Background: an optimization exercise with open tools, aiming at small area, a short achievable clock period and few clock cycles per item. Do not read the settings as production practice.
Function was checked by simulation only, so behaviour that the tests miss may differ from the original.
Power and IR drop assume default switching activity.

==> design/flow/design.v <==
module geofence (clk, reset, X, Y, valid, is_inside);
input clk;
input reset;
input [9:0] X;
input [9:0] Y;
output valid;
output is_inside;
reg [4:0] k;
reg [9:0] px, py;        
reg [11:0] ms, md;       
reg [21:0] q;            
reg [15:0] cq;           
reg [21:0] sa3, sb4;     
reg [21:0] r, l;         
reg [21:0] w, u;         
reg [15:0] occ;          
reg [15:0] vin, vout;    
reg sur;                 
reg line;                
wire [10:0] dx = {1'b0, X} - {1'b0, px};
wire [10:0] dy = {1'b0, Y} - {1'b0, py};
wire ixs = dx[10];
wire iys = dy[10];
wire ixz = dx == 11'd0;
wire iyz = dy == 11'd0;
wire [11:0] ut = {2'b0, X} + {2'b0, Y} + ms;
wire [11:0] wt = {2'b0, Y} - {2'b0, X} + md;
wire u_neg = ut[11];
wire u_zero = ut == 12'd0;
wire w_neg = wt[11];
wire w_zero = wt == 12'd0;
reg ygt, yeq;
always @(*) begin
    case ({ixs, iys})
    2'b00: begin ygt = !w_neg && !w_zero; yeq = w_zero; end
    2'b10: begin ygt = !u_neg && !u_zero; yeq = u_zero; end
    2'b11: begin ygt = w_neg; yeq = w_zero; end
    default: begin ygt = u_neg; yeq = u_zero; end
    endcase
end
reg [15:0] icls;
always @(*) begin
    icls = 16'd0;
    if (iyz) begin
        if (!ixz) icls[ixs ? 8 : 0] = 1'b1;
    end else if (ixz) begin
        icls[iys ? 12 : 4] = 1'b1;
    end else begin
        case ({ixs, iys})
        2'b00: icls[yeq ? 2 : (ygt ? 3 : 1)] = 1'b1;
        2'b10: icls[yeq ? 6 : (ygt ? 5 : 7)] = 1'b1;
        2'b11: icls[yeq ? 10 : (ygt ? 11 : 9)] = 1'b1;
        default: icls[yeq ? 14 : (ygt ? 13 : 15)] = 1'b1;
        endcase
    end
end
wire [21:0] iq = {ixs, iys, ixs ? px - X : dx[9:0], iys ? py - Y : dy[9:0]};
always @(posedge clk) begin
    q <= iq;
    cq <= icls;
end
always @(posedge clk) begin
    if (k == 5'd0) begin
        px <= X;
        py <= Y;
        ms <= 12'd0 - {2'b0, X} - {2'b0, Y};
        md <= {2'b0, X} - {2'b0, Y};
    end
end
wire done;
always @(posedge clk) begin
    if (reset || done)
        k <= 5'd0;
    else
        k <= k + 5'd1;
end
wire ld_r = k == 5'd2 || k == 5'd4 || k == 5'd7 || k == 5'd10 || k == 5'd13;
wire ld_l = k == 5'd5 || k == 5'd8 || k == 5'd11 || k == 5'd14;
reg upd, upd1;           
always @(posedge clk) begin
    upd <= !reset && !done && (k == 5'd3 || k == 5'd6 || k == 5'd9 || k == 5'd12 || k == 5'd15);
    upd1 <= !reset && !done && k == 5'd3;
end
always @(posedge clk) begin
    if (k == 5'd5)
        sa3 <= q;
    else if (k == 5'd7)
        sa3 <= q;
    if (k == 5'd6)
        sb4 <= q;
end
always @(posedge clk) begin
    if (k == 5'd2)
        occ <= cq;
    else
        occ <= occ | cq;
end
wire [15:0] o = occ | cq;
wire [31:0] o2 = {o, o};
reg [15:0] succ, bad, tin, tout;
reg [7:0] fit;
integer c, m;
always @(*) begin
    for (c = 0; c < 16; c = c + 1)
        succ[c] = o2[c + 1 +: 7] != 7'd0;
    bad = o & ~succ;
end
wire [31:0] bad2 = {bad, bad};
always @(*) begin
    for (c = 0; c < 16; c = c + 1)
        tin[c] = succ[c] && bad2[c + 1 +: 8] == 8'd0;
    for (m = 0; m < 8; m = m + 1)
        fit[m] = o2[2 * m + 9 +: 7] == 7'd0;
    for (c = 0; c < 16; c = c + 1) begin
        tout[c] = 1'b0;
        for (m = 0; m < 8; m = m + 1)
            if (((c - 2 * m + 16) % 16) <= 8 && fit[m])
                tout[c] = 1'b1;
    end
end
always @(posedge clk) begin
    vin <= tin;
    vout <= tin | tout;
end
wire wxs = w[21], wys = w[20], uxs = u[21], uys = u[20];
wire [9:0] wxm = w[19:10], wym = w[9:0], uxm = u[19:10], uym = u[9:0];
wire [20:0] ts, tc;
xtree tree (.wxm(wxm), .wym(wym), .uxm(uxm), .uym(uym), .s(ts), .c(tc));
reg [20:0] xs, xc;       
reg sa, sb, anz, bnz, opp;
always @(posedge clk) begin
    xs <= ts;
    xc <= tc;
    sa <= wxs ^ uys;
    sb <= wys ^ uxs;
    anz <= wxm != 10'd0 && uym != 10'd0;
    bnz <= wym != 10'd0 && uxm != 10'd0;
    opp <= (wxm != 10'd0 && uxm != 10'd0 && wxs != uxs) ||
           (wym != 10'd0 && uym != 10'd0 && wys != uys);
end
wire [20:0] d = xs + xc;
wire dz = d == 21'd0;
wire cn = (sa == sb) ? (sa ? !d[20] && !dz : d[20]) : (sa && (anz || bnz));
wire cp = (sa == sb) ? (sa ? d[20] : !d[20] && !dz) : (!sa && (anz || bnz));
reg crn, crp;            
always @(posedge clk) begin
    crn <= cn;
    crp <= cp;
end
wire rn = upd1 ? cn : crn;
wire rp = upd1 ? cp : crp;
reg [21:0] rnx, lnx;
reg surnx, linenx;
always @(*) begin
    rnx = r;
    lnx = l;
    surnx = sur;
    linenx = line;
    if (k == 5'd2) begin
        rnx = q;
        lnx = q;
        surnx = 1'b0;
        linenx = 1'b0;
    end else if (upd && !sur) begin
        if (line) begin
            linenx = 1'b0;
            if (rn) begin
                rnx = l;
                lnx = r;
            end
        end else if (rn && cp) begin
            surnx = 1'b1;
        end else if (!rn && cp) begin
            lnx = u;
        end else if (rn && !cp) begin
            rnx = u;
        end else if (!rn && !rp && !cn && !cp && opp) begin
            lnx = u;
            linenx = 1'b1;
        end
    end
end
always @(posedge clk) begin
    r <= rnx;
    l <= lnx;
    sur <= surnx;
    line <= linenx;
end
always @(posedge clk) begin
    if (ld_r)
        w <= rnx;
    else if (ld_l)
        w <= l;
    case (k)
    5'd2: u <= iq;
    5'd4: u <= q;
    5'd7: u <= sa3;
    5'd10: u <= sb4;
    5'd13: u <= sa3;
    default: ;
    endcase
end
wire k7 = k == 5'd7;
wire q_valid = (cq & vout) != 16'd0;
wire q_in = (cq & vin) != 16'd0;
assign done = (k7 && q_valid) || (k >= 5'd8 && sur) || k == 5'd17;
assign valid = done;
assign is_inside = sur || (k7 && q_in);
endmodule
module xtree (wxm, wym, uxm, uym, s, c);
input [9:0] wxm, wym, uxm, uym;
output [20:0] s, c;
wire t1 = (wxm[0] & uym[9]) ^ ~(wym[0] & uxm[9]) ^ (wxm[1] & uym[8]);
wire t2 = ((wxm[0] & uym[9]) & ~(wym[0] & uxm[9])) | ((wxm[0] & uym[9]) & (wxm[1] & uym[8])) | (~(wym[0] & uxm[9]) & (wxm[1] & uym[8]));
wire t3 = (wxm[1] & uym[9]) ^ ~(wym[1] & uxm[9]);
wire t4 = (wxm[1] & uym[9]) & ~(wym[1] & uxm[9]);
wire t5 = (wxm[0] & uym[6]) ^ ~(wym[0] & uxm[6]) ^ (wxm[1] & uym[5]);
wire t6 = ((wxm[0] & uym[6]) & ~(wym[0] & uxm[6])) | ((wxm[0] & uym[6]) & (wxm[1] & uym[5])) | (~(wym[0] & uxm[6]) & (wxm[1] & uym[5]));
wire t7 = (wxm[0] & uym[7]) ^ ~(wym[0] & uxm[7]) ^ (wxm[1] & uym[6]);
wire t8 = ((wxm[0] & uym[7]) & ~(wym[0] & uxm[7])) | ((wxm[0] & uym[7]) & (wxm[1] & uym[6])) | (~(wym[0] & uxm[7]) & (wxm[1] & uym[6]));
wire t9 = ~(wym[1] & uxm[6]) ^ (wxm[2] & uym[5]) ^ ~(wym[2] & uxm[5]);
wire t10 = (~(wym[1] & uxm[6]) & (wxm[2] & uym[5])) | (~(wym[1] & uxm[6]) & ~(wym[2] & uxm[5])) | ((wxm[2] & uym[5]) & ~(wym[2] & uxm[5]));
wire t11 = (wxm[3] & uym[4]) ^ ~(wym[3] & uxm[4]);
wire t12 = (wxm[3] & uym[4]) & ~(wym[3] & uxm[4]);
wire t13 = (wxm[0] & uym[8]) ^ ~(wym[0] & uxm[8]) ^ (wxm[1] & uym[7]);
wire t14 = ((wxm[0] & uym[8]) & ~(wym[0] & uxm[8])) | ((wxm[0] & uym[8]) & (wxm[1] & uym[7])) | (~(wym[0] & uxm[8]) & (wxm[1] & uym[7]));
wire t15 = ~(wym[1] & uxm[7]) ^ (wxm[2] & uym[6]) ^ ~(wym[2] & uxm[6]);
wire t16 = (~(wym[1] & uxm[7]) & (wxm[2] & uym[6])) | (~(wym[1] & uxm[7]) & ~(wym[2] & uxm[6])) | ((wxm[2] & uym[6]) & ~(wym[2] & uxm[6]));
wire t17 = (wxm[3] & uym[5]) ^ ~(wym[3] & uxm[5]) ^ (wxm[4] & uym[4]);
wire t18 = ((wxm[3] & uym[5]) & ~(wym[3] & uxm[5])) | ((wxm[3] & uym[5]) & (wxm[4] & uym[4])) | (~(wym[3] & uxm[5]) & (wxm[4] & uym[4]));
wire t19 = ~(wym[4] & uxm[4]) ^ (wxm[5] & uym[3]) ^ ~(wym[5] & uxm[3]);
wire t20 = (~(wym[4] & uxm[4]) & (wxm[5] & uym[3])) | (~(wym[4] & uxm[4]) & ~(wym[5] & uxm[3])) | ((wxm[5] & uym[3]) & ~(wym[5] & uxm[3]));
wire t21 = (wxm[6] & uym[2]) ^ ~(wym[6] & uxm[2]);
wire t22 = (wxm[6] & uym[2]) & ~(wym[6] & uxm[2]);
wire t23 = ~(wym[1] & uxm[8]) ^ (wxm[2] & uym[7]) ^ ~(wym[2] & uxm[7]);
wire t24 = (~(wym[1] & uxm[8]) & (wxm[2] & uym[7])) | (~(wym[1] & uxm[8]) & ~(wym[2] & uxm[7])) | ((wxm[2] & uym[7]) & ~(wym[2] & uxm[7]));
wire t25 = (wxm[3] & uym[6]) ^ ~(wym[3] & uxm[6]) ^ (wxm[4] & uym[5]);
wire t26 = ((wxm[3] & uym[6]) & ~(wym[3] & uxm[6])) | ((wxm[3] & uym[6]) & (wxm[4] & uym[5])) | (~(wym[3] & uxm[6]) & (wxm[4] & uym[5]));
wire t27 = ~(wym[4] & uxm[5]) ^ (wxm[5] & uym[4]) ^ ~(wym[5] & uxm[4]);
wire t28 = (~(wym[4] & uxm[5]) & (wxm[5] & uym[4])) | (~(wym[4] & uxm[5]) & ~(wym[5] & uxm[4])) | ((wxm[5] & uym[4]) & ~(wym[5] & uxm[4]));
wire t29 = (wxm[6] & uym[3]) ^ ~(wym[6] & uxm[3]) ^ (wxm[7] & uym[2]);
wire t30 = ((wxm[6] & uym[3]) & ~(wym[6] & uxm[3])) | ((wxm[6] & uym[3]) & (wxm[7] & uym[2])) | (~(wym[6] & uxm[3]) & (wxm[7] & uym[2]));
wire t31 = ~(wym[7] & uxm[2]) ^ (wxm[8] & uym[1]) ^ ~(wym[8] & uxm[1]);
wire t32 = (~(wym[7] & uxm[2]) & (wxm[8] & uym[1])) | (~(wym[7] & uxm[2]) & ~(wym[8] & uxm[1])) | ((wxm[8] & uym[1]) & ~(wym[8] & uxm[1]));
wire t33 = (wxm[9] & uym[0]) ^ ~(wym[9] & uxm[0]);
wire t34 = (wxm[9] & uym[0]) & ~(wym[9] & uxm[0]);
wire t35 = (wxm[2] & uym[8]) ^ ~(wym[2] & uxm[8]) ^ (wxm[3] & uym[7]);
wire t36 = ((wxm[2] & uym[8]) & ~(wym[2] & uxm[8])) | ((wxm[2] & uym[8]) & (wxm[3] & uym[7])) | (~(wym[2] & uxm[8]) & (wxm[3] & uym[7]));
wire t37 = ~(wym[3] & uxm[7]) ^ (wxm[4] & uym[6]) ^ ~(wym[4] & uxm[6]);
wire t38 = (~(wym[3] & uxm[7]) & (wxm[4] & uym[6])) | (~(wym[3] & uxm[7]) & ~(wym[4] & uxm[6])) | ((wxm[4] & uym[6]) & ~(wym[4] & uxm[6]));
wire t39 = (wxm[5] & uym[5]) ^ ~(wym[5] & uxm[5]) ^ (wxm[6] & uym[4]);
wire t40 = ((wxm[5] & uym[5]) & ~(wym[5] & uxm[5])) | ((wxm[5] & uym[5]) & (wxm[6] & uym[4])) | (~(wym[5] & uxm[5]) & (wxm[6] & uym[4]));
wire t41 = ~(wym[6] & uxm[4]) ^ (wxm[7] & uym[3]) ^ ~(wym[7] & uxm[3]);
wire t42 = (~(wym[6] & uxm[4]) & (wxm[7] & uym[3])) | (~(wym[6] & uxm[4]) & ~(wym[7] & uxm[3])) | ((wxm[7] & uym[3]) & ~(wym[7] & uxm[3]));
wire t43 = (wxm[8] & uym[2]) ^ ~(wym[8] & uxm[2]) ^ (wxm[9] & uym[1]);
wire t44 = ((wxm[8] & uym[2]) & ~(wym[8] & uxm[2])) | ((wxm[8] & uym[2]) & (wxm[9] & uym[1])) | (~(wym[8] & uxm[2]) & (wxm[9] & uym[1]));
wire t45 = ~(wym[9] & uxm[1]) ^ 1'b1 ^ t2;
wire t46 = (~(wym[9] & uxm[1]) & 1'b1) | (~(wym[9] & uxm[1]) & t2) | (1'b1 & t2);
wire t47 = (wxm[2] & uym[9]) ^ ~(wym[2] & uxm[9]) ^ (wxm[3] & uym[8]);
wire t48 = ((wxm[2] & uym[9]) & ~(wym[2] & uxm[9])) | ((wxm[2] & uym[9]) & (wxm[3] & uym[8])) | (~(wym[2] & uxm[9]) & (wxm[3] & uym[8]));
wire t49 = ~(wym[3] & uxm[8]) ^ (wxm[4] & uym[7]) ^ ~(wym[4] & uxm[7]);
wire t50 = (~(wym[3] & uxm[8]) & (wxm[4] & uym[7])) | (~(wym[3] & uxm[8]) & ~(wym[4] & uxm[7])) | ((wxm[4] & uym[7]) & ~(wym[4] & uxm[7]));
wire t51 = (wxm[5] & uym[6]) ^ ~(wym[5] & uxm[6]) ^ (wxm[6] & uym[5]);
wire t52 = ((wxm[5] & uym[6]) & ~(wym[5] & uxm[6])) | ((wxm[5] & uym[6]) & (wxm[6] & uym[5])) | (~(wym[5] & uxm[6]) & (wxm[6] & uym[5]));
wire t53 = ~(wym[6] & uxm[5]) ^ (wxm[7] & uym[4]) ^ ~(wym[7] & uxm[4]);
wire t54 = (~(wym[6] & uxm[5]) & (wxm[7] & uym[4])) | (~(wym[6] & uxm[5]) & ~(wym[7] & uxm[4])) | ((wxm[7] & uym[4]) & ~(wym[7] & uxm[4]));
wire t55 = (wxm[8] & uym[3]) ^ ~(wym[8] & uxm[3]) ^ (wxm[9] & uym[2]);
wire t56 = ((wxm[8] & uym[3]) & ~(wym[8] & uxm[3])) | ((wxm[8] & uym[3]) & (wxm[9] & uym[2])) | (~(wym[8] & uxm[3]) & (wxm[9] & uym[2]));
wire t57 = (wxm[3] & uym[9]) ^ ~(wym[3] & uxm[9]) ^ (wxm[4] & uym[8]);
wire t58 = ((wxm[3] & uym[9]) & ~(wym[3] & uxm[9])) | ((wxm[3] & uym[9]) & (wxm[4] & uym[8])) | (~(wym[3] & uxm[9]) & (wxm[4] & uym[8]));
wire t59 = ~(wym[4] & uxm[8]) ^ (wxm[5] & uym[7]) ^ ~(wym[5] & uxm[7]);
wire t60 = (~(wym[4] & uxm[8]) & (wxm[5] & uym[7])) | (~(wym[4] & uxm[8]) & ~(wym[5] & uxm[7])) | ((wxm[5] & uym[7]) & ~(wym[5] & uxm[7]));
wire t61 = (wxm[6] & uym[6]) ^ ~(wym[6] & uxm[6]) ^ (wxm[7] & uym[5]);
wire t62 = ((wxm[6] & uym[6]) & ~(wym[6] & uxm[6])) | ((wxm[6] & uym[6]) & (wxm[7] & uym[5])) | (~(wym[6] & uxm[6]) & (wxm[7] & uym[5]));
wire t63 = (wxm[4] & uym[9]) ^ ~(wym[4] & uxm[9]) ^ (wxm[5] & uym[8]);
wire t64 = ((wxm[4] & uym[9]) & ~(wym[4] & uxm[9])) | ((wxm[4] & uym[9]) & (wxm[5] & uym[8])) | (~(wym[4] & uxm[9]) & (wxm[5] & uym[8]));
wire t65 = (wxm[0] & uym[4]) ^ ~(wym[0] & uxm[4]) ^ (wxm[1] & uym[3]);
wire t66 = ((wxm[0] & uym[4]) & ~(wym[0] & uxm[4])) | ((wxm[0] & uym[4]) & (wxm[1] & uym[3])) | (~(wym[0] & uxm[4]) & (wxm[1] & uym[3]));
wire t67 = (wxm[0] & uym[5]) ^ ~(wym[0] & uxm[5]) ^ (wxm[1] & uym[4]);
wire t68 = ((wxm[0] & uym[5]) & ~(wym[0] & uxm[5])) | ((wxm[0] & uym[5]) & (wxm[1] & uym[4])) | (~(wym[0] & uxm[5]) & (wxm[1] & uym[4]));
wire t69 = ~(wym[1] & uxm[4]) ^ (wxm[2] & uym[3]) ^ ~(wym[2] & uxm[3]);
wire t70 = (~(wym[1] & uxm[4]) & (wxm[2] & uym[3])) | (~(wym[1] & uxm[4]) & ~(wym[2] & uxm[3])) | ((wxm[2] & uym[3]) & ~(wym[2] & uxm[3]));
wire t71 = (wxm[3] & uym[2]) ^ ~(wym[3] & uxm[2]);
wire t72 = (wxm[3] & uym[2]) & ~(wym[3] & uxm[2]);
wire t73 = ~(wym[1] & uxm[5]) ^ (wxm[2] & uym[4]) ^ ~(wym[2] & uxm[4]);
wire t74 = (~(wym[1] & uxm[5]) & (wxm[2] & uym[4])) | (~(wym[1] & uxm[5]) & ~(wym[2] & uxm[4])) | ((wxm[2] & uym[4]) & ~(wym[2] & uxm[4]));
wire t75 = (wxm[3] & uym[3]) ^ ~(wym[3] & uxm[3]) ^ (wxm[4] & uym[2]);
wire t76 = ((wxm[3] & uym[3]) & ~(wym[3] & uxm[3])) | ((wxm[3] & uym[3]) & (wxm[4] & uym[2])) | (~(wym[3] & uxm[3]) & (wxm[4] & uym[2]));
wire t77 = ~(wym[4] & uxm[2]) ^ (wxm[5] & uym[1]) ^ ~(wym[5] & uxm[1]);
wire t78 = (~(wym[4] & uxm[2]) & (wxm[5] & uym[1])) | (~(wym[4] & uxm[2]) & ~(wym[5] & uxm[1])) | ((wxm[5] & uym[1]) & ~(wym[5] & uxm[1]));
wire t79 = (wxm[6] & uym[0]) ^ ~(wym[6] & uxm[0]);
wire t80 = (wxm[6] & uym[0]) & ~(wym[6] & uxm[0]);
wire t81 = (wxm[4] & uym[3]) ^ ~(wym[4] & uxm[3]) ^ (wxm[5] & uym[2]);
wire t82 = ((wxm[4] & uym[3]) & ~(wym[4] & uxm[3])) | ((wxm[4] & uym[3]) & (wxm[5] & uym[2])) | (~(wym[4] & uxm[3]) & (wxm[5] & uym[2]));
wire t83 = ~(wym[5] & uxm[2]) ^ (wxm[6] & uym[1]) ^ ~(wym[6] & uxm[1]);
wire t84 = (~(wym[5] & uxm[2]) & (wxm[6] & uym[1])) | (~(wym[5] & uxm[2]) & ~(wym[6] & uxm[1])) | ((wxm[6] & uym[1]) & ~(wym[6] & uxm[1]));
wire t85 = (wxm[7] & uym[0]) ^ ~(wym[7] & uxm[0]) ^ 1'b1;
wire t86 = ((wxm[7] & uym[0]) & ~(wym[7] & uxm[0])) | ((wxm[7] & uym[0]) & 1'b1) | (~(wym[7] & uxm[0]) & 1'b1);
wire t87 = t6 ^ t7 ^ t9;
wire t88 = (t6 & t7) | (t6 & t9) | (t7 & t9);
wire t89 = (wxm[7] & uym[1]) ^ ~(wym[7] & uxm[1]) ^ (wxm[8] & uym[0]);
wire t90 = ((wxm[7] & uym[1]) & ~(wym[7] & uxm[1])) | ((wxm[7] & uym[1]) & (wxm[8] & uym[0])) | (~(wym[7] & uxm[1]) & (wxm[8] & uym[0]));
wire t91 = ~(wym[8] & uxm[0]) ^ 1'b1 ^ t8;
wire t92 = (~(wym[8] & uxm[0]) & 1'b1) | (~(wym[8] & uxm[0]) & t8) | (1'b1 & t8);
wire t93 = t10 ^ t12 ^ t13;
wire t94 = (t10 & t12) | (t10 & t13) | (t12 & t13);
wire t95 = t15 ^ t17 ^ t19;
wire t96 = (t15 & t17) | (t15 & t19) | (t17 & t19);
wire t97 = 1'b1 ^ t1 ^ t14;
wire t98 = (1'b1 & t1) | (1'b1 & t14) | (t1 & t14);
wire t99 = t16 ^ t18 ^ t20;
wire t100 = (t16 & t18) | (t16 & t20) | (t18 & t20);
wire t101 = t22 ^ t23 ^ t25;
wire t102 = (t22 & t23) | (t22 & t25) | (t23 & t25);
wire t103 = t27 ^ t29 ^ t31;
wire t104 = (t27 & t29) | (t27 & t31) | (t29 & t31);
wire t105 = t3 ^ t24 ^ t26;
wire t106 = (t3 & t24) | (t3 & t26) | (t24 & t26);
wire t107 = t28 ^ t30 ^ t32;
wire t108 = (t28 & t30) | (t28 & t32) | (t30 & t32);
wire t109 = t34 ^ t35 ^ t37;
wire t110 = (t34 & t35) | (t34 & t37) | (t35 & t37);
wire t111 = t39 ^ t41 ^ t43;
wire t112 = (t39 & t41) | (t39 & t43) | (t41 & t43);
wire t113 = ~(wym[9] & uxm[2]) ^ t4 ^ t36;
wire t114 = (~(wym[9] & uxm[2]) & t4) | (~(wym[9] & uxm[2]) & t36) | (t4 & t36);
wire t115 = t38 ^ t40 ^ t42;
wire t116 = (t38 & t40) | (t38 & t42) | (t40 & t42);
wire t117 = t44 ^ t46 ^ t47;
wire t118 = (t44 & t46) | (t44 & t47) | (t46 & t47);
wire t119 = t49 ^ t51 ^ t53;
wire t120 = (t49 & t51) | (t49 & t53) | (t51 & t53);
wire t121 = ~(wym[7] & uxm[5]) ^ (wxm[8] & uym[4]) ^ ~(wym[8] & uxm[4]);
wire t122 = (~(wym[7] & uxm[5]) & (wxm[8] & uym[4])) | (~(wym[7] & uxm[5]) & ~(wym[8] & uxm[4])) | ((wxm[8] & uym[4]) & ~(wym[8] & uxm[4]));
wire t123 = (wxm[9] & uym[3]) ^ ~(wym[9] & uxm[3]) ^ t48;
wire t124 = ((wxm[9] & uym[3]) & ~(wym[9] & uxm[3])) | ((wxm[9] & uym[3]) & t48) | (~(wym[9] & uxm[3]) & t48);
wire t125 = t50 ^ t52 ^ t54;
wire t126 = (t50 & t52) | (t50 & t54) | (t52 & t54);
wire t127 = t56 ^ t57 ^ t59;
wire t128 = (t56 & t57) | (t56 & t59) | (t57 & t59);
wire t129 = ~(wym[5] & uxm[8]) ^ (wxm[6] & uym[7]) ^ ~(wym[6] & uxm[7]);
wire t130 = (~(wym[5] & uxm[8]) & (wxm[6] & uym[7])) | (~(wym[5] & uxm[8]) & ~(wym[6] & uxm[7])) | ((wxm[6] & uym[7]) & ~(wym[6] & uxm[7]));
wire t131 = (wxm[7] & uym[6]) ^ ~(wym[7] & uxm[6]) ^ (wxm[8] & uym[5]);
wire t132 = ((wxm[7] & uym[6]) & ~(wym[7] & uxm[6])) | ((wxm[7] & uym[6]) & (wxm[8] & uym[5])) | (~(wym[7] & uxm[6]) & (wxm[8] & uym[5]));
wire t133 = ~(wym[8] & uxm[5]) ^ (wxm[9] & uym[4]) ^ ~(wym[9] & uxm[4]);
wire t134 = (~(wym[8] & uxm[5]) & (wxm[9] & uym[4])) | (~(wym[8] & uxm[5]) & ~(wym[9] & uxm[4])) | ((wxm[9] & uym[4]) & ~(wym[9] & uxm[4]));
wire t135 = t58 ^ t60 ^ t62;
wire t136 = (t58 & t60) | (t58 & t62) | (t60 & t62);
wire t137 = (wxm[5] & uym[9]) ^ ~(wym[5] & uxm[9]) ^ (wxm[6] & uym[8]);
wire t138 = ((wxm[5] & uym[9]) & ~(wym[5] & uxm[9])) | ((wxm[5] & uym[9]) & (wxm[6] & uym[8])) | (~(wym[5] & uxm[9]) & (wxm[6] & uym[8]));
wire t139 = ~(wym[6] & uxm[8]) ^ (wxm[7] & uym[7]) ^ ~(wym[7] & uxm[7]);
wire t140 = (~(wym[6] & uxm[8]) & (wxm[7] & uym[7])) | (~(wym[6] & uxm[8]) & ~(wym[7] & uxm[7])) | ((wxm[7] & uym[7]) & ~(wym[7] & uxm[7]));
wire t141 = (wxm[8] & uym[6]) ^ ~(wym[8] & uxm[6]) ^ (wxm[9] & uym[5]);
wire t142 = ((wxm[8] & uym[6]) & ~(wym[8] & uxm[6])) | ((wxm[8] & uym[6]) & (wxm[9] & uym[5])) | (~(wym[8] & uxm[6]) & (wxm[9] & uym[5]));
wire t143 = (wxm[6] & uym[9]) ^ ~(wym[6] & uxm[9]) ^ (wxm[7] & uym[8]);
wire t144 = ((wxm[6] & uym[9]) & ~(wym[6] & uxm[9])) | ((wxm[6] & uym[9]) & (wxm[7] & uym[8])) | (~(wym[6] & uxm[9]) & (wxm[7] & uym[8]));
wire t145 = (wxm[0] & uym[2]) ^ ~(wym[0] & uxm[2]);
wire t146 = (wxm[0] & uym[2]) & ~(wym[0] & uxm[2]);
wire t147 = (wxm[0] & uym[3]) ^ ~(wym[0] & uxm[3]) ^ (wxm[1] & uym[2]);
wire t148 = ((wxm[0] & uym[3]) & ~(wym[0] & uxm[3])) | ((wxm[0] & uym[3]) & (wxm[1] & uym[2])) | (~(wym[0] & uxm[3]) & (wxm[1] & uym[2]));
wire t149 = ~(wym[1] & uxm[2]) ^ (wxm[2] & uym[1]) ^ ~(wym[2] & uxm[1]);
wire t150 = (~(wym[1] & uxm[2]) & (wxm[2] & uym[1])) | (~(wym[1] & uxm[2]) & ~(wym[2] & uxm[1])) | ((wxm[2] & uym[1]) & ~(wym[2] & uxm[1]));
wire t151 = ~(wym[1] & uxm[3]) ^ (wxm[2] & uym[2]) ^ ~(wym[2] & uxm[2]);
wire t152 = (~(wym[1] & uxm[3]) & (wxm[2] & uym[2])) | (~(wym[1] & uxm[3]) & ~(wym[2] & uxm[2])) | ((wxm[2] & uym[2]) & ~(wym[2] & uxm[2]));
wire t153 = (wxm[3] & uym[1]) ^ ~(wym[3] & uxm[1]) ^ (wxm[4] & uym[0]);
wire t154 = ((wxm[3] & uym[1]) & ~(wym[3] & uxm[1])) | ((wxm[3] & uym[1]) & (wxm[4] & uym[0])) | (~(wym[3] & uxm[1]) & (wxm[4] & uym[0]));
wire t155 = ~(wym[4] & uxm[0]) ^ 1'b1;
wire t156 = ~(wym[4] & uxm[0]) & 1'b1;
wire t157 = (wxm[4] & uym[1]) ^ ~(wym[4] & uxm[1]) ^ (wxm[5] & uym[0]);
wire t158 = ((wxm[4] & uym[1]) & ~(wym[4] & uxm[1])) | ((wxm[4] & uym[1]) & (wxm[5] & uym[0])) | (~(wym[4] & uxm[1]) & (wxm[5] & uym[0]));
wire t159 = ~(wym[5] & uxm[0]) ^ 1'b1 ^ t66;
wire t160 = (~(wym[5] & uxm[0]) & 1'b1) | (~(wym[5] & uxm[0]) & t66) | (1'b1 & t66);
wire t161 = t67 ^ t69 ^ t71;
wire t162 = (t67 & t69) | (t67 & t71) | (t69 & t71);
wire t163 = 1'b1 ^ t5 ^ t68;
wire t164 = (1'b1 & t5) | (1'b1 & t68) | (t5 & t68);
wire t165 = t70 ^ t72 ^ t73;
wire t166 = (t70 & t72) | (t70 & t73) | (t72 & t73);
wire t167 = t75 ^ t77 ^ t79;
wire t168 = (t75 & t77) | (t75 & t79) | (t77 & t79);
wire t169 = t11 ^ t74 ^ t76;
wire t170 = (t11 & t74) | (t11 & t76) | (t74 & t76);
wire t171 = t78 ^ t80 ^ t81;
wire t172 = (t78 & t80) | (t78 & t81) | (t80 & t81);
wire t173 = t83 ^ t85 ^ t87;
wire t174 = (t83 & t85) | (t83 & t87) | (t85 & t87);
wire t175 = t21 ^ t82 ^ t84;
wire t176 = (t21 & t82) | (t21 & t84) | (t82 & t84);
wire t177 = t86 ^ t88 ^ t89;
wire t178 = (t86 & t88) | (t86 & t89) | (t88 & t89);
wire t179 = t91 ^ t93 ^ t95;
wire t180 = (t91 & t93) | (t91 & t95) | (t93 & t95);
wire t181 = t33 ^ t90 ^ t92;
wire t182 = (t33 & t90) | (t33 & t92) | (t90 & t92);
wire t183 = t94 ^ t96 ^ t97;
wire t184 = (t94 & t96) | (t94 & t97) | (t96 & t97);
wire t185 = t99 ^ t101 ^ t103;
wire t186 = (t99 & t101) | (t99 & t103) | (t101 & t103);
wire t187 = t45 ^ t98 ^ t100;
wire t188 = (t45 & t98) | (t45 & t100) | (t98 & t100);
wire t189 = t102 ^ t104 ^ t105;
wire t190 = (t102 & t104) | (t102 & t105) | (t104 & t105);
wire t191 = t107 ^ t109 ^ t111;
wire t192 = (t107 & t109) | (t107 & t111) | (t109 & t111);
wire t193 = t55 ^ t106 ^ t108;
wire t194 = (t55 & t106) | (t55 & t108) | (t106 & t108);
wire t195 = t110 ^ t112 ^ t113;
wire t196 = (t110 & t112) | (t110 & t113) | (t112 & t113);
wire t197 = t115 ^ t117 ^ t119;
wire t198 = (t115 & t117) | (t115 & t119) | (t117 & t119);
wire t199 = t61 ^ t114 ^ t116;
wire t200 = (t61 & t114) | (t61 & t116) | (t114 & t116);
wire t201 = t118 ^ t120 ^ t121;
wire t202 = (t118 & t120) | (t118 & t121) | (t120 & t121);
wire t203 = t123 ^ t125 ^ t127;
wire t204 = (t123 & t125) | (t123 & t127) | (t125 & t127);
wire t205 = t63 ^ t122 ^ t124;
wire t206 = (t63 & t122) | (t63 & t124) | (t122 & t124);
wire t207 = t126 ^ t128 ^ t129;
wire t208 = (t126 & t128) | (t126 & t129) | (t128 & t129);
wire t209 = t131 ^ t133 ^ t135;
wire t210 = (t131 & t133) | (t131 & t135) | (t133 & t135);
wire t211 = ~(wym[9] & uxm[5]) ^ t64 ^ t130;
wire t212 = (~(wym[9] & uxm[5]) & t64) | (~(wym[9] & uxm[5]) & t130) | (t64 & t130);
wire t213 = t132 ^ t134 ^ t136;
wire t214 = (t132 & t134) | (t132 & t136) | (t134 & t136);
wire t215 = t137 ^ t139 ^ t141;
wire t216 = (t137 & t139) | (t137 & t141) | (t139 & t141);
wire t217 = ~(wym[7] & uxm[8]) ^ (wxm[8] & uym[7]) ^ ~(wym[8] & uxm[7]);
wire t218 = (~(wym[7] & uxm[8]) & (wxm[8] & uym[7])) | (~(wym[7] & uxm[8]) & ~(wym[8] & uxm[7])) | ((wxm[8] & uym[7]) & ~(wym[8] & uxm[7]));
wire t219 = (wxm[9] & uym[6]) ^ ~(wym[9] & uxm[6]) ^ t138;
wire t220 = ((wxm[9] & uym[6]) & ~(wym[9] & uxm[6])) | ((wxm[9] & uym[6]) & t138) | (~(wym[9] & uxm[6]) & t138);
wire t221 = t140 ^ t142 ^ t143;
wire t222 = (t140 & t142) | (t140 & t143) | (t142 & t143);
wire t223 = (wxm[7] & uym[9]) ^ ~(wym[7] & uxm[9]) ^ (wxm[8] & uym[8]);
wire t224 = ((wxm[7] & uym[9]) & ~(wym[7] & uxm[9])) | ((wxm[7] & uym[9]) & (wxm[8] & uym[8])) | (~(wym[7] & uxm[9]) & (wxm[8] & uym[8]));
wire t225 = ~(wym[8] & uxm[8]) ^ (wxm[9] & uym[7]) ^ ~(wym[9] & uxm[7]);
wire t226 = (~(wym[8] & uxm[8]) & (wxm[9] & uym[7])) | (~(wym[8] & uxm[8]) & ~(wym[9] & uxm[7])) | ((wxm[9] & uym[7]) & ~(wym[9] & uxm[7]));
wire t227 = (wxm[0] & uym[1]) ^ ~(wym[0] & uxm[1]);
wire t228 = (wxm[0] & uym[1]) & ~(wym[0] & uxm[1]);
wire t229 = (wxm[1] & uym[1]) ^ ~(wym[1] & uxm[1]) ^ (wxm[2] & uym[0]);
wire t230 = ((wxm[1] & uym[1]) & ~(wym[1] & uxm[1])) | ((wxm[1] & uym[1]) & (wxm[2] & uym[0])) | (~(wym[1] & uxm[1]) & (wxm[2] & uym[0]));
wire t231 = ~(wym[2] & uxm[0]) ^ 1'b1;
wire t232 = ~(wym[2] & uxm[0]) & 1'b1;
wire t233 = (wxm[3] & uym[0]) ^ ~(wym[3] & uxm[0]) ^ 1'b1;
wire t234 = ((wxm[3] & uym[0]) & ~(wym[3] & uxm[0])) | ((wxm[3] & uym[0]) & 1'b1) | (~(wym[3] & uxm[0]) & 1'b1);
wire t235 = t146 ^ t147 ^ t149;
wire t236 = (t146 & t147) | (t146 & t149) | (t147 & t149);
wire t237 = t65 ^ t148 ^ t150;
wire t238 = (t65 & t148) | (t65 & t150) | (t148 & t150);
wire t239 = t151 ^ t153 ^ t155;
wire t240 = (t151 & t153) | (t151 & t155) | (t153 & t155);
wire t241 = t152 ^ t154 ^ t156;
wire t242 = (t152 & t154) | (t152 & t156) | (t154 & t156);
wire t243 = t157 ^ t159 ^ t161;
wire t244 = (t157 & t159) | (t157 & t161) | (t159 & t161);
wire t245 = t158 ^ t160 ^ t162;
wire t246 = (t158 & t160) | (t158 & t162) | (t160 & t162);
wire t247 = t163 ^ t165 ^ t167;
wire t248 = (t163 & t165) | (t163 & t167) | (t165 & t167);
wire t249 = t164 ^ t166 ^ t168;
wire t250 = (t164 & t166) | (t164 & t168) | (t166 & t168);
wire t251 = t169 ^ t171 ^ t173;
wire t252 = (t169 & t171) | (t169 & t173) | (t171 & t173);
wire t253 = t170 ^ t172 ^ t174;
wire t254 = (t170 & t172) | (t170 & t174) | (t172 & t174);
wire t255 = t175 ^ t177 ^ t179;
wire t256 = (t175 & t177) | (t175 & t179) | (t177 & t179);
wire t257 = t176 ^ t178 ^ t180;
wire t258 = (t176 & t178) | (t176 & t180) | (t178 & t180);
wire t259 = t181 ^ t183 ^ t185;
wire t260 = (t181 & t183) | (t181 & t185) | (t183 & t185);
wire t261 = t182 ^ t184 ^ t186;
wire t262 = (t182 & t184) | (t182 & t186) | (t184 & t186);
wire t263 = t187 ^ t189 ^ t191;
wire t264 = (t187 & t189) | (t187 & t191) | (t189 & t191);
wire t265 = t188 ^ t190 ^ t192;
wire t266 = (t188 & t190) | (t188 & t192) | (t190 & t192);
wire t267 = t193 ^ t195 ^ t197;
wire t268 = (t193 & t195) | (t193 & t197) | (t195 & t197);
wire t269 = t194 ^ t196 ^ t198;
wire t270 = (t194 & t196) | (t194 & t198) | (t196 & t198);
wire t271 = t199 ^ t201 ^ t203;
wire t272 = (t199 & t201) | (t199 & t203) | (t201 & t203);
wire t273 = t200 ^ t202 ^ t204;
wire t274 = (t200 & t202) | (t200 & t204) | (t202 & t204);
wire t275 = t205 ^ t207 ^ t209;
wire t276 = (t205 & t207) | (t205 & t209) | (t207 & t209);
wire t277 = t206 ^ t208 ^ t210;
wire t278 = (t206 & t208) | (t206 & t210) | (t208 & t210);
wire t279 = t211 ^ t213 ^ t215;
wire t280 = (t211 & t213) | (t211 & t215) | (t213 & t215);
wire t281 = t212 ^ t214 ^ t216;
wire t282 = (t212 & t214) | (t212 & t216) | (t214 & t216);
wire t283 = t217 ^ t219 ^ t221;
wire t284 = (t217 & t219) | (t217 & t221) | (t219 & t221);
wire t285 = t144 ^ t218 ^ t220;
wire t286 = (t144 & t218) | (t144 & t220) | (t218 & t220);
wire t287 = t222 ^ t223 ^ t225;
wire t288 = (t222 & t223) | (t222 & t225) | (t223 & t225);
wire t289 = (wxm[8] & uym[9]) ^ ~(wym[8] & uxm[9]) ^ (wxm[9] & uym[8]);
wire t290 = ((wxm[8] & uym[9]) & ~(wym[8] & uxm[9])) | ((wxm[8] & uym[9]) & (wxm[9] & uym[8])) | (~(wym[8] & uxm[9]) & (wxm[9] & uym[8]));
wire t291 = ~(wym[9] & uxm[8]) ^ t224 ^ t226;
wire t292 = (~(wym[9] & uxm[8]) & t224) | (~(wym[9] & uxm[8]) & t226) | (t224 & t226);
wire t293 = (wxm[1] & uym[0]) ^ ~(wym[1] & uxm[0]);
wire t294 = (wxm[1] & uym[0]) & ~(wym[1] & uxm[0]);
wire t295 = t145 ^ t228 ^ t229;
wire t296 = (t145 & t228) | (t145 & t229) | (t228 & t229);
wire t297 = t230 ^ t232 ^ t233;
wire t298 = (t230 & t232) | (t230 & t233) | (t232 & t233);
wire t299 = t234 ^ t236 ^ t237;
wire t300 = (t234 & t236) | (t234 & t237) | (t236 & t237);
wire t301 = t238 ^ t240 ^ t241;
wire t302 = (t238 & t240) | (t238 & t241) | (t240 & t241);
wire t303 = t242 ^ t244 ^ t245;
wire t304 = (t242 & t244) | (t242 & t245) | (t244 & t245);
wire t305 = t246 ^ t248 ^ t249;
wire t306 = (t246 & t248) | (t246 & t249) | (t248 & t249);
wire t307 = t250 ^ t252 ^ t253;
wire t308 = (t250 & t252) | (t250 & t253) | (t252 & t253);
wire t309 = t254 ^ t256 ^ t257;
wire t310 = (t254 & t256) | (t254 & t257) | (t256 & t257);
wire t311 = t258 ^ t260 ^ t261;
wire t312 = (t258 & t260) | (t258 & t261) | (t260 & t261);
wire t313 = t262 ^ t264 ^ t265;
wire t314 = (t262 & t264) | (t262 & t265) | (t264 & t265);
wire t315 = t266 ^ t268 ^ t269;
wire t316 = (t266 & t268) | (t266 & t269) | (t268 & t269);
wire t317 = t270 ^ t272 ^ t273;
wire t318 = (t270 & t272) | (t270 & t273) | (t272 & t273);
wire t319 = t274 ^ t276 ^ t277;
wire t320 = (t274 & t276) | (t274 & t277) | (t276 & t277);
wire t321 = t278 ^ t280 ^ t281;
wire t322 = (t278 & t280) | (t278 & t281) | (t280 & t281);
wire t323 = t282 ^ t284 ^ t285;
wire t324 = (t282 & t284) | (t282 & t285) | (t284 & t285);
wire t325 = t286 ^ t288 ^ t289;
wire t326 = (t286 & t288) | (t286 & t289) | (t288 & t289);
wire t327 = (wxm[9] & uym[9]) ^ ~(wym[9] & uxm[9]) ^ t290;
wire t328 = ((wxm[9] & uym[9]) & ~(wym[9] & uxm[9])) | ((wxm[9] & uym[9]) & t290) | (~(wym[9] & uxm[9]) & t290);
wire t329 = (wxm[0] & uym[0]) ^ ~(wym[0] & uxm[0]);
wire t330 = (wxm[0] & uym[0]) & ~(wym[0] & uxm[0]);
wire t331 = 1'b1 ^ t227 ^ t293;
wire t332 = (1'b1 & t227) | (1'b1 & t293) | (t227 & t293);
wire t333 = t231 ^ t294 ^ t295;
wire t334 = (t231 & t294) | (t231 & t295) | (t294 & t295);
wire t335 = t235 ^ t296 ^ t297;
wire t336 = (t235 & t296) | (t235 & t297) | (t296 & t297);
wire t337 = t239 ^ t298 ^ t299;
wire t338 = (t239 & t298) | (t239 & t299) | (t298 & t299);
wire t339 = t243 ^ t300 ^ t301;
wire t340 = (t243 & t300) | (t243 & t301) | (t300 & t301);
wire t341 = t247 ^ t302 ^ t303;
wire t342 = (t247 & t302) | (t247 & t303) | (t302 & t303);
wire t343 = t251 ^ t304 ^ t305;
wire t344 = (t251 & t304) | (t251 & t305) | (t304 & t305);
wire t345 = t255 ^ t306 ^ t307;
wire t346 = (t255 & t306) | (t255 & t307) | (t306 & t307);
wire t347 = t259 ^ t308 ^ t309;
wire t348 = (t259 & t308) | (t259 & t309) | (t308 & t309);
wire t349 = t263 ^ t310 ^ t311;
wire t350 = (t263 & t310) | (t263 & t311) | (t310 & t311);
wire t351 = t267 ^ t312 ^ t313;
wire t352 = (t267 & t312) | (t267 & t313) | (t312 & t313);
wire t353 = t271 ^ t314 ^ t315;
wire t354 = (t271 & t314) | (t271 & t315) | (t314 & t315);
wire t355 = t275 ^ t316 ^ t317;
wire t356 = (t275 & t316) | (t275 & t317) | (t316 & t317);
wire t357 = t279 ^ t318 ^ t319;
wire t358 = (t279 & t318) | (t279 & t319) | (t318 & t319);
wire t359 = t283 ^ t320 ^ t321;
wire t360 = (t283 & t320) | (t283 & t321) | (t320 & t321);
wire t361 = t287 ^ t322 ^ t323;
wire t362 = (t287 & t322) | (t287 & t323) | (t322 & t323);
wire t363 = t291 ^ t324 ^ t325;
wire t364 = (t291 & t324) | (t291 & t325) | (t324 & t325);
wire t365 = t292 ^ t326 ^ t327;
wire t366 = (t292 & t326) | (t292 & t327) | (t326 & t327);
assign s[0] = 1'b1;
assign c[0] = t329;
assign s[1] = t330;
assign c[1] = t331;
assign s[2] = t332;
assign c[2] = t333;
assign s[3] = t334;
assign c[3] = t335;
assign s[4] = t336;
assign c[4] = t337;
assign s[5] = t338;
assign c[5] = t339;
assign s[6] = t340;
assign c[6] = t341;
assign s[7] = t342;
assign c[7] = t343;
assign s[8] = t344;
assign c[8] = t345;
assign s[9] = t346;
assign c[9] = t347;
assign s[10] = t348;
assign c[10] = t349;
assign s[11] = t350;
assign c[11] = t351;
assign s[12] = t352;
assign c[12] = t353;
assign s[13] = t354;
assign c[13] = t355;
assign s[14] = t356;
assign c[14] = t357;
assign s[15] = t358;
assign c[15] = t359;
assign s[16] = t360;
assign c[16] = t361;
assign s[17] = t362;
assign c[17] = t363;
assign s[18] = t364;
assign c[18] = t365;
assign s[19] = t328;
assign c[19] = t366;
assign s[20] = 1'b1;
assign c[20] = 1'b0;
endmodule
==> design/flow/flow/run.sh <==
#!/bin/bash
# Standard layout, with timing repair aiming for a period of about 4.3 ns
# (setup margin 7.2 ns at the design's 11.5 ns clock).
set -euo pipefail
bash standard.sh SETUP_SLACK_MARGIN=7.2 finish > flow.log 2>&1
==> design/flow/standard.sh <==
#!/bin/bash
# synth_recipe.tcl (not shown) runs the flow's synth.tcl, then flattens the netlist and writes it again
# the make line also repeats each setting of config.mk as NAME=value (left out here)
make -C /OpenROAD-flow-scripts/flow DESIGN_CONFIG=/design/flow/config.mk WORK_HOME=/design/flow/orfs CLKGATE_MAP_FILE= SYNTH_SCRIPT=/design/flow/synth_recipe.tcl "${@:-finish}"
==> design/flow/config.mk <==
export PLATFORM = sky130hd
export DESIGN_NAME = geofence
export DESIGN_NICKNAME = geofence
export VERILOG_FILES = /design/flow/design.v
export SDC_FILE = /design/flow/constraint.sdc
export NUM_CORES = 4
export LEC_CHECK = 0
export CAP_MARGIN = 20
export CORE_MARGIN = 2
export CORE_UTILIZATION = 35
export SLEW_MARGIN = 20
==> design/flow/constraint.sdc <==
create_clock -name core_clock -period 11.5 [get_ports {clk}]
set_input_delay 2.3000 -clock core_clock [delete_from_list [all_inputs] [get_ports {clk}]]
set_output_delay 2.3000 -clock core_clock [all_outputs]
set_load 0.01 [all_outputs]
==> impl_metrics.py, run 1 <==
metrics = {
    "run_status": {
        "outcome": "timing/DRC/antenna clean",
    },
    "clock_network": {
        "cts_made_buffers": 39,
        "cts_hold_buf": 0,
        "tritoncts": "yes",
        "clockBufferDepth": 3,
        "cts_root_buffer": "clkbuf_16",
        "clock_sinks": 315,
        "path_clk_slew_ps": 60,
        "h-tree-depth": 2,
        "clk_latency_ps": 560,
    },
    "setup_path": {
        "reg2reg_slack_ps": 7390,
        "cpMaxStageDelayCell": "fa_1",
        "critPathCaptureType": "flip-flop",
        "reg2reg_depth": 15,
        "crit_path_start_kind": "input pin",
        "path_max_fanout": 5,
        "critPathKind": "in2reg",
        "cp_data_arrival_time_ps": 5670,
        "r2r-end": "w[17]",
        "worstReg2RegStart": "xc[3]",
        "crit_required_ps": 11970,
        "crit_path_frequent_cell": "buf_4",
        "crit_chain": "buf_2 > fa_1 > ha_1 > nor2b_2 > buf_4 > nor4_1 > a22oi_1 > or2_2 > a21oi_2 > o221ai_2 > nor4b_1 > mux2i_1 > buf_4 > nand2b_4 > nor4_4",
        "cpPeakStageDelay_ps": 470,
    },
    "min_path": {
        "hp-class": "reg2reg",
        "hold_start": "occ[15]",
        "worst_hold_path.endpoint": "occ[15]",
        "hold_depth": 1,
    },
    "place": {
        "globalplace.congestion": 0.893,
        "numPortBuffers": 23,
        "dp_hpwl_um": 44600,
    },
    "logic_synthesis": {
        "ys.flop_type": "dfxtp_1",
        "yosys_register_bits": 315,
        "yosysUniqueCellTypes": 80,
        "yosys-top-cells-area": "edfxtp_1, fa_1, dfxtp_1, ha_1, inv_1",
        "synth_cells": 2361,
        "async_flop_share_pct": 0,
        "synth_top_cell_by_area": "edfxtp_1",
        "synth_edf_count": 152,
        "yosysWarnings": 1,
        "syn_avg_cell_area_um2": 9.72,
        "seq_area_frac_synth_pct": 34.1,
        "synth_top_cell_area_share_pct": 19.9,
        "syn-num-nets": 2701,
        "syn_area_mm2": 0.0229,
    },
    "power": {
        "ir_worst_vdd_mv": 0.122,
        "power.density_mw_per_mm2": 270,
        "clkPwrFrac_pct": 17.2,
        "p_leak_uw": 0.0115,
        "sw_frac_of_total_pct": 43.2,
        "pwr-share-seq_pct": 25.3,
        "internal_power_uw": 4200,
        "comb_power_share_pct": 57.6,
        "p_switching_uw": 3190,
    },
    "die": {
        "dieArea_mm2": 0.0676,
        "floorplan.rows": 93,
        "design.portCount": 24,
        "chipWidth_um": 260,
        "start_util_pct": 35.5,
        "die_h_um": 260,
        "core_area_mm2": 0.0647,
    },
    "grt": {
        "grt_pass1_wl_um": 100000,
        "grt_max_degree": 48,
        "grt_pass1_vias": 18600,
        "grtUsageTotal_pct": 18.6,
        "antenna_found_initial": 0,
        "grt-ovfl-total": 0,
    },
    "cells_and_area": {
        "final_nets": 2779,
        "area_delta_synth_final_pct": 19.3,
        "layout_commonest_cell": "nand2_1",
        "fillers": 6234,
        "layout_common_cells": "nand2_1, inv_1, fa_1",
        "drive_gt1_share_pct": 18.9,
        "antenna_cells": 0,
    },
    "timing": {
        "hold_viol_final": 0,
        "fmaxAchievable_mhz": 192,
        "tightest_slew_ps": 1060,
        "slew_headroom_pct": 29.0,
        "timing.final.crit_period_ps": 5200,
        "fin_hold_ws_ps": 451,
        "clock_skew_ps": 13.9,
        "setup_viol": 0,
        "fin_crit_sh_pct": 45.3,
        "rsz0062_at_grt": "yes",
        "final.setup.tns_ps": 0,
        "drv_slew": 0,
    },
    "detailed_routing": {
        "drcViolationCount": 0,
        "antenna_left": 0,
        "drt-initial-drc-count": 1194,
        "dr_total_vias": 17700,
        "wl_per_cell_um": 18.9,
        "route.final.wire_length_um": 62800,
        "dr.pass1.iters": 5,
        "viasPerCell": 5.31,
    },
    "run": {
        "maxCapViolCount": 0,
    },
}
-- kinds of logic after synthesis --
| family | Yosys count | share of synthesized area [%] |
|---|---|---|
| simple gates | 695 | 14.8 |
| compound gates | 526 | 15.9 |
| buf+inv | 373 | 6.19 |
| fa+ha+maj | 318 | 23.3 |
| flops | 315 | 34.1 |
| xor+xnor | 67 | 2.56 |
| mux | 67 | 3.12 |
-- metal layers --
| metal | track usage, % | routed length (um) | up-vias |
|---|---|---|---|
| li1 | - | - | 8267 |
| met1 | 22.7 | 26300 | 8737 |
| met2 | 32.7 | 31100 | 523 |
| met3 | 3.25 | 3270 | 144 |
| met4 | 6.87 | 2200 | 0 |
| met5 | 0 | 0 | - |
-- how the worst max path moves through the flow --
stage | start | endpoint | slack (ps) | depth (start not counted)
global route | Y[0] | cq[3] | 6140 | 22
finish | Y[3] | cq[14] | 6300 | 15
global placement | X[1] | cq[9] | 4560 | 16
CTS | Y[0] | cq[3] | 6350 | 21
detailed placement | X[1] | cq[5] | 4400 | 16
floorplan | X[1] | cq[11] | 6050 | 17
-- registers in the layout (all words and copies together) (netlist names), 20 cells and up --
name	flops
l	22
sb4	22
sa3	22
w	22
r	22
xc	20
u	22
q	22
-- power groups by stage --
stage	clock [uW]	sequential [uW]	combinational, uW
after CTS	1300	1850	4130
after global placement	0	1860	3790
final	1270	1870	4250
after detailed placement	0	1870	3900
after global routing	1340	1900	4880
after floorplan	0	1730	3010
-- layout make-up --
class,count,area [um^2],share of cell area [%]
well taps,855,1070,3.91
multi-input cells,1674,14800,53.9
clock buffers,53,1170,4.29
repair buffers,142,1310,4.78
flip-flops and latches,315,7840,28.6
clock inverters,19,164,0.599
inverters,267,1060,3.88
-- what timing repair did --
action,in CTS,in global routing
pin swaps,62,68
resized for setup,236,95
endpoints found under the setup margin,139,112
setup buffers,66,35
cloned,2,0
-- through the flow --
| step | cells | total power [uW] | setup WS [ps] | cell area, um^2 | utilization, % |
|---|---|---|---|---|---|
| floorplan | 2361 | 4740 | 6050 | 23200 | - |
| global route | 3325 | 8120 | 6140 | 27400 | 42.3 |
| global placement | 3150 | 5650 | 4560 | 24200 | 37.4 |
| CTS | 3290 | 7290 | 6350 | 26700 | 41.3 |
| detailed placement | 3150 | 5770 | 4400 | 24200 | 37.4 |
| finish | 3325 | 7380 | 6300 | 27400 | 42.3 |
-- worst max-delay path, delay by kind of cell --
family                   cells  cell delay (ps)
AND/OR/NAND/NOR              6             1340
adder cells (fa/ha/maj)      2              830
AO/OA/AOI/OAI                3              550
buffers and inverters        3              500
multiplexers                 1              160
-- cells in the mapped netlist (32+ instances only) --
library cell	n
a21boi_0	55
a21o_1	60
mux2i_1	40
ha_1	136
xnor2_1	37
nand2_1	264
and2_1	93
inv_1	265
o21ai_0	120
nand3_1	32
nand2b_1	48
o21ai_1	42
clkbuf_1	97
dfxtp_1	163
edfxtp_1	152
nor2_1	111
a21oi_1	69
fa_1	182
Testbench counts, summed over its fixed seeds: cycles 15,062, items 1,600.
==> inputs of run 2 (changes only) <==
--- a/design/flow/design.v
+++ b/design/flow/design.v
@@ -16,3 +16,3 @@
 reg [15:0] occ;          
-reg [15:0] vin, vout;    
+reg vld, ins;            
 reg sur;                 
@@ -31,27 +31,10 @@
 wire w_zero = wt == 12'd0;
-reg ygt, yeq;
-always @(*) begin
-    case ({ixs, iys})
-    2'b00: begin ygt = !w_neg && !w_zero; yeq = w_zero; end
-    2'b10: begin ygt = !u_neg && !u_zero; yeq = u_zero; end
-    2'b11: begin ygt = w_neg; yeq = w_zero; end
-    default: begin ygt = u_neg; yeq = u_zero; end
-    endcase
-end
-reg [15:0] icls;
-always @(*) begin
-    icls = 16'd0;
-    if (iyz) begin
-        if (!ixz) icls[ixs ? 8 : 0] = 1'b1;
-    end else if (ixz) begin
-        icls[iys ? 12 : 4] = 1'b1;
-    end else begin
-        case ({ixs, iys})
-        2'b00: icls[yeq ? 2 : (ygt ? 3 : 1)] = 1'b1;
-        2'b10: icls[yeq ? 6 : (ygt ? 5 : 7)] = 1'b1;
-        2'b11: icls[yeq ? 10 : (ygt ? 11 : 9)] = 1'b1;
-        default: icls[yeq ? 14 : (ygt ? 13 : 15)] = 1'b1;
-        endcase
-    end
-end
+wire xn = ixs, xz = ixz, xp = !ixs && !ixz;
+wire yn = iys, yz = iyz, yp = !iys && !iyz;
+wire un = u_neg, uz = u_zero, up = !u_neg && !u_zero;
+wire wn = w_neg, wz = w_zero, wp = !w_neg && !w_zero;
+wire [15:0] icls = {xp & yn & up, xp & yn & uz, xp & yn & un, xz & yn,
+                    xn & yn & wn, xn & yn & wz, xn & yn & wp, yz & xn,
+                    xn & yp & un, xn & yp & uz, xn & yp & up, xz & yp,
+                    xp & yp & wp, xp & yp & wz, xp & yp & wn, yz & xp};
 wire [21:0] iq = {ixs, iys, ixs ? px - X : dx[9:0], iys ? py - Y : dy[9:0]};
@@ -69,3 +52,3 @@
 end
-wire done;
+wire done = vld;
 always @(posedge clk) begin
@@ -120,6 +103,2 @@
 end
-always @(posedge clk) begin
-    vin <= tin;
-    vout <= tin | tout;
-end
 wire wxs = w[21], wys = w[20], uxs = u[21], uys = u[20];
@@ -202,8 +181,15 @@
 end
-wire k7 = k == 5'd7;
-wire q_valid = (cq & vout) != 16'd0;
-wire q_in = (cq & vin) != 16'd0;
-assign done = (k7 && q_valid) || (k >= 5'd8 && sur) || k == 5'd17;
-assign valid = done;
-assign is_inside = sur || (k7 && q_in);
+wire q_valid = (icls & (tin | tout)) != 16'd0;
+wire q_in = (icls & tin) != 16'd0;
+always @(posedge clk) begin
+    if (reset || vld) begin
+        vld <= 1'b0;
+        ins <= 1'b0;
+    end else begin
+        vld <= (k == 5'd6 && q_valid) || (k >= 5'd7 && surnx) || k == 5'd16;
+        ins <= (k == 5'd6 && q_in) || (k >= 5'd7 && surnx);
+    end
+end
+assign valid = vld;
+assign is_inside = ins;
 endmodule
==> impl_metrics.py, run 2 <==
metrics = {
    "run_status": {
        "outcome": "timing/DRC/antenna clean",
    },
    "timing": {
        "hold_viol_final": 0,
        "timing.final.crit_period_ps": 5660,
        "setup_viol": 0,
        "clock_skew_ps": 21.2,
        "slew_headroom_pct": 30.9,
        "rsz0062_at_grt": "yes",
        "final.setup.tns_ps": 0,
        "fmaxAchievable_mhz": 177,
        "timing.final.ws_setup_ps": 5840,
        "drv_slew": 0,
        "fin_crit_sh_pct": 49.2,
        "tightest_slew_ps": 1030,
    },
    "die": {
        "dieArea_mm2": 0.0670,
        "design.portCount": 24,
        "start_util_pct": 35.3,
        "chipWidth_um": 259,
        "die_h_um": 259,
        "core_area_mm2": 0.0643,
        "floorplan.rows": 93,
    },
    "cells_and_area": {
        "area_delta_synth_final_pct": 18.6,
        "layout_commonest_cell": "nand2_1",
        "layout_common_cells": "nand2_1, inv_1, nor2_1",
        "final_util_pct": 41.9,
        "antenna_cells": 0,
        "final_nets": 2853,
        "drive_gt1_share_pct": 16.1,
    },
    "place": {
        "dp_hpwl_um": 45600,
        "globalplace.congestion": 0.908,
        "dp_slack_ps": 3850,
        "numPortBuffers": 23,
    },
    "grt": {
        "grtUsageTotal_pct": 19.3,
        "grt_pass1_wl_um": 104000,
        "antenna_found_initial": 0,
        "grt_pass1_vias": 19100,
        "grt-ovfl-total": 0,
        "grt_max_degree": 78,
    },
    "setup_path": {
        "cp_data_arrival_time_ps": 6110,
        "crit_path_start_kind": "input pin",
        "path_max_fanout": 6,
        "critPathKind": "in2reg",
        "worstReg2RegStart": "u[15]",
        "critPathCaptureType": "flip-flop",
        "cp-startpoint": "X[1]",
        "crit_required_ps": 11940,
    },
    "logic_synthesis": {
        "netlist_top_cells_count": "inv_1, nand2_1, nor2_1",
        "yosysUniqueCellTypes": 83,
        "seq_area_frac_synth_pct": 31.8,
        "syn_avg_cell_area_um2": 9.22,
        "yosys-top-cells-area": "edfxtp_1, fa_1, dfxtp_1, ha_1, inv_1",
        "syn_area_mm2": 0.0227,
        "synth_edf_count": 152,
        "yosysMostFrequentCell": "inv_1",
        "ys.flop_type": "edfxtp_1",
        "yosys_register_bits": 285,
        "async_flop_share_pct": 0,
        "synth_top_cell_by_area": "edfxtp_1",
        "yosysWarnings": 1,
        "synth_cells": 2466,
        "syn-num-nets": 2801,
        "synth_top_cell_area_share_pct": 20.1,
    },
    "detailed_routing": {
        "drt-initial-drc-count": 1829,
        "dr.pass1.iters": 6,
        "viasPerCell": 5.49,
        "dr_total_vias": 18700,
        "antenna_left": 0,
        "wl_per_cell_um": 19.3,
        "drcViolationCount": 0,
        "route.final.wire_length_um": 65600,
    },
    "power": {
        "ir_worst_vdd_mv": 0.144,
        "total_power_uw": 7740,
        "p_leak_uw": 0.0109,
        "power.density_mw_per_mm2": 287,
    },
    "clock_network": {
        "cts_root_buffer": "clkbuf_16",
        "cts_made_buffers": 35,
        "clk_latency_ps": 560,
        "h-tree-depth": 2,
        "clockBufferDepth": 3,
        "tritoncts": "yes",
        "path_clk_slew_ps": 60,
        "clock_sinks": 285,
        "cts_hold_buf": 0,
    },
    "min_path": {
        "hp-class": "reg2reg",
        "hold_start": "cq[3]",
    },
    "run": {
        "maxCapViolCount": 0,
    },
}
## run 2: cell types whose count changed after synthesis, sizes merged, moves of 17 or more
cell,before,now
nor2,111,190
o21bai,9,36
nand3,32,55
nor4,25,51
buf,9,29
a21boi,55,3
o21ai,162,114
o22ai,4,26
a21oi,72,136
mux2,26,3
nand2b,48,31
dfxtp,163,133
## run 2: power by group
| group | switching (uW) | internal (uW) |
|---|---|---|
| clock network | 473 | 635 |
| registers | 314 | 1480 |
| logic | 2810 | 2040 |
## run 2: final cells by class
class,count,area [um^2]
clock buffer,41,971
clock inverter,23,173
fill,6200,37400
inverter,265,1040
multi-input combinational,1796,15200
sequential,285,7230
tap,855,1070
timing repair buffer,135,1260
## run 2: metrics by stage
stage | hold slack [ps] | area (um^2) | std cells
final | 432 | 27000 | 3400
after global routing | 442 | 27000 | 3400
after CTS | 432 | 26300 | 3375
after detailed placement | 420 | 23900 | 3239
after global placement | 413 | 23900 | 3239
after floorplan | 406 | 23000 | 2466
## run 2: cell families (layout without fill, tap and decap cells)
logic type	Yosys count	after routing	synth area share, %
simple gates	809	809	17.3
compound gates	555	559	16.4
buf+inv	389	464	6.63
fa+ha+maj	313	313	23.2
flops	285	285	31.8
xor+xnor	76	76	2.93
mux	39	39	1.73
## run 2: routing by layer
layer  up-vias  GRT usage [%]  wire, um
li1       8698              -         -
met1      9178           24.0     27700
met2       635           33.5     31700
met3       155           2.88      3690
met4         0           8.03      2490
met5         -              0         0
## run 2: critical path, cell delays in order
cell        delay, ps
buf_12            100
clkinvlp_4        140
fa_2              420
a21oi_2           140
nor2_1             50
nor2_1            120
o21bai_1           90
a21oi_2           170
o21bai_1           80
a21oi_1           170
xnor2_1           150
ha_1              280
a21o_1            180
a41o_1            240
buf_4             150
a31oi_4           190
nor4_4             80
buf_4             160
buf_6             110
and2_4            130
a21oi_1           110
and4_1            190
nand4_1            90
a31o_2            250
## run 2: final timing paths
check        depth (start not counted)  slack (ps)     end
max reg2reg                         11        7340  xc[10]
min                                  1         430  occ[3]
min reg2reg                          1         430  occ[3]
max                                 24        5840     vld
## run 2: timing repair
action,4_1_cts,5_1_grt
hold endpoints to repair,0,0
pin swaps,56,56
resized for setup,229,97
setup endpoints to repair,139,111
setup buffers,68,23
gates cloned,4,2
Testbench counts of run 2, summed over its fixed seeds: cycles 15,062, items 1,600.
==> inputs of run 3 (changes only) <==
--- a/design/flow/config.mk
+++ b/design/flow/config.mk
@@ -7,2 +7,3 @@
 export LEC_CHECK = 0
+export ABC_CLOCK_PERIOD_IN_PS = 4500
 export CAP_MARGIN = 20
==> impl_metrics.py, run 3 <==
metrics = {
    "die": {
        "die_h_um": 259,
        "core_area_mm2": 0.0643,
        "design.portCount": 24,
        "floorplan.rows": 93,
        "chipWidth_um": 259,
        "start_util_pct": 35.3,
        "dieArea_mm2": 0.0670,
    },
    "detailed_routing": {
        "wl_met3_um": 3690,
        "viasPerCell": 5.49,
        "dr.pass1.iters": 6,
        "drt-initial-drc-count": 1829,
        "met1_length_um": 27700,
        "drcViolationCount": 0,
        "route.final.wire_length_um": 65600,
        "routed.top_layer": "met4",
        "wl_per_cell_um": 19.3,
        "antenna_left": 0,
        "dr_total_vias": 18700,
        "wl_met2_um": 31700,
    },
    "grt": {
        "grt_max_degree": 78,
        "grtUsageTotal_pct": 19.3,
        "antenna_found_initial": 0,
        "grt_pass1_wl_um": 104000,
        "grt_pass1_vias": 19100,
        "grt-ovfl-total": 0,
    },
    "setup_path": {
        "crit_path_start_kind": "input pin",
        "path_max_fanout": 6,
        "reg2reg_slack_ps": 7340,
        "critPathCaptureType": "flip-flop",
        "path_delay_family": "compound AO/OA/AOI/OAI gates",
        "crit_required_ps": 11940,
        "critPathKind": "in2reg",
        "cp_data_arrival_time_ps": 6110,
        "cp_num_buf_inv": 5,
        "cpMaxStageDelayCell": "fa_2",
        "crit_chain": "buf_12 > clkinvlp_4 > fa_2 > a21oi_2 > nor2_1 > nor2_1 > o21bai_1 > a21oi_2 > o21bai_1 > a21oi_1 > xnor2_1 > ha_1 > a21o_1 > a41o_1 > buf_4 > a31oi_4 > nor4_4 > buf_4 > buf_6 > and2_4 > a21oi_1 > and4_1 > nand4_1 > a31o_2",
        "cpPeakStageDelay_ps": 420,
    },
    "logic_synthesis": {
        "synth_top_cell_area_share_pct": 20.1,
        "yosysMostFrequentCell": "inv_1",
        "netlist_top_cells_count": "inv_1, nand2_1, nor2_1",
        "syn_area_mm2": 0.0227,
        "synth_cells": 2466,
        "syn-num-nets": 2801,
        "synth_top_cell_by_area": "edfxtp_1",
        "seq_area_frac_synth_pct": 31.8,
        "synth_edf_count": 152,
        "yosys-top-cells-area": "edfxtp_1, fa_1, dfxtp_1, ha_1, inv_1",
        "yosysWarnings": 1,
        "ys.flop_type": "edfxtp_1",
        "async_flop_share_pct": 0,
        "syn_avg_cell_area_um2": 9.22,
        "yosysUniqueCellTypes": 83,
        "yosys_register_bits": 285,
    },
    "clock_network": {
        "h-tree-depth": 2,
        "tritoncts": "yes",
        "cts_made_buffers": 35,
        "cts_root_buffer": "clkbuf_16",
        "clk_latency_ps": 560,
        "clockBufferDepth": 3,
        "clock_sinks": 285,
        "path_clk_slew_ps": 60,
    },
    "cells_and_area": {
        "layout_commonest_cell": "nand2_1",
        "drive_gt1_share_pct": 16.1,
        "area_delta_synth_final_pct": 18.6,
        "antenna_cells": 0,
        "final_nets": 2853,
        "fillers": 6200,
        "layout_common_cells": "nand2_1, inv_1, nor2_1",
    },
    "place": {
        "dp_hpwl_um": 45600,
        "globalplace.congestion": 0.908,
        "numPortBuffers": 23,
    },
    "timing": {
        "drv_slew": 0,
        "hold_viol_final": 0,
        "clock_skew_ps": 21.2,
        "tightest_slew_ps": 1030,
        "fin_crit_sh_pct": 49.2,
        "final.setup.tns_ps": 0,
        "rsz0062_at_grt": "yes",
        "fmaxAchievable_mhz": 177,
        "setup_viol": 0,
        "slew_headroom_pct": 30.9,
        "timing.final.crit_period_ps": 5660,
    },
    "run": {
        "maxCapViolCount": 0,
    },
    "run_status": {
        "outcome": "timing/DRC/antenna clean",
    },
    "power": {
        "ir_worst_vdd_mv": 0.144,
        "power.density_mw_per_mm2": 287,
        "p_leak_uw": 0.0109,
        "total_power_uw": 7740,
    },
    "min_path": {
        "hp-class": "reg2reg",
    },
}
==> run 3: cell counts after synthesis <==
Identical to the previous run, type by type.
==> run 3: final cells by class <==
class | count | area, um^2 | area share, %
Clock buffer | 41 | 971 | 3.60
Timing Repair Buffer | 135 | 1260 | 4.69
Multi-Input combinational cell | 1796 | 15200 | 56.4
Inverter | 265 | 1040 | 3.86
Sequential cell | 285 | 7230 | 26.8
Clock inverter | 23 | 173 | 0.641
Tap cell | 855 | 1070 | 3.97
==> run 3: cells by family (layout without fill, tap and decap cells) <==
family / after synthesis / after routing / share of synthesized area (%)
AND/OR/NAND/NOR: 809 / 809 / 17.3
AO/OA/AOI/OAI: 555 / 559 / 16.4
buffers and inverters: 389 / 464 / 6.63
adder cells (fa/ha/maj): 313 / 313 / 23.2
flip-flops: 285 / 285 / 31.8
XOR/XNOR: 76 / 76 / 2.93
multiplexers: 39 / 39 / 1.73
==> run 3: repair_timing <==
action,CTS,global route
cloned,4,2
hold buffers,0,0
setup endpoints to repair,139,111
endpoints found under the hold margin,0,0
buffers inserted,68,23
pin swaps,56,56
gates resized for setup,229,97
==> run 3: metal layers <==
metal | up-vias | global-route usage [%]
met5 | - | 0
met4 | 0 | 8.03
met3 | 155 | 2.88
met2 | 635 | 33.5
met1 | 9178 | 24.0
li1 | 8698 | -
==> run 3: per-stage QoR <==
stage	setup WS (ps)	instances	util [%]	hold WS, ps	instance area, um^2
4_1_cts	5710	3375	40.9	432	26300
6_report	5840	3400	41.9	432	27000
3_3_place_gp	3940	3239	37.2	413	23900
3_5_place_dp	3850	3239	37.2	420	23900
2_1_floorplan	5580	2466	-	406	23000
5_1_grt	5630	3400	41.9	442	27000
==> run 3: worst reg2reg max path, stage by stage (launching register included) <==
cell and delay, ps:
edfxtp_1 800, nand2_1 180, fa_1 580, inv_1 60, fa_1 510, fa_1 510, inv_1 60, fa_1 360
inv_1 90, fa_1 410, inv_1 80, fa_1 400
==> run 3: path summary, 6_finish.rpt <==
| kind | from | to | cells after the start |
|---|---|---|---|
| min reg2reg | cq[3] | occ[3] | 1 |
| min | cq[3] | occ[3] | 1 |
| max reg2reg | u[15] | xc[10] | 11 |
| max | X[1] | vld | 24 |
==> run 3: power by group <==
part / switching, uW / internal (uW)
Combinational: 2810 / 2040
Clock: 473 / 635
Sequential: 314 / 1480
Total: 3590 / 4150

Re-timed with assumed drivers on the ports (clkbuf_16 on the clock, buf_2 on other inputs), run 3 has 5.830 ns of setup slack against 5.839 ns with ideal ports, and 5.226 ns once port delays also move by the mid clock arrival of 0.603 ns.
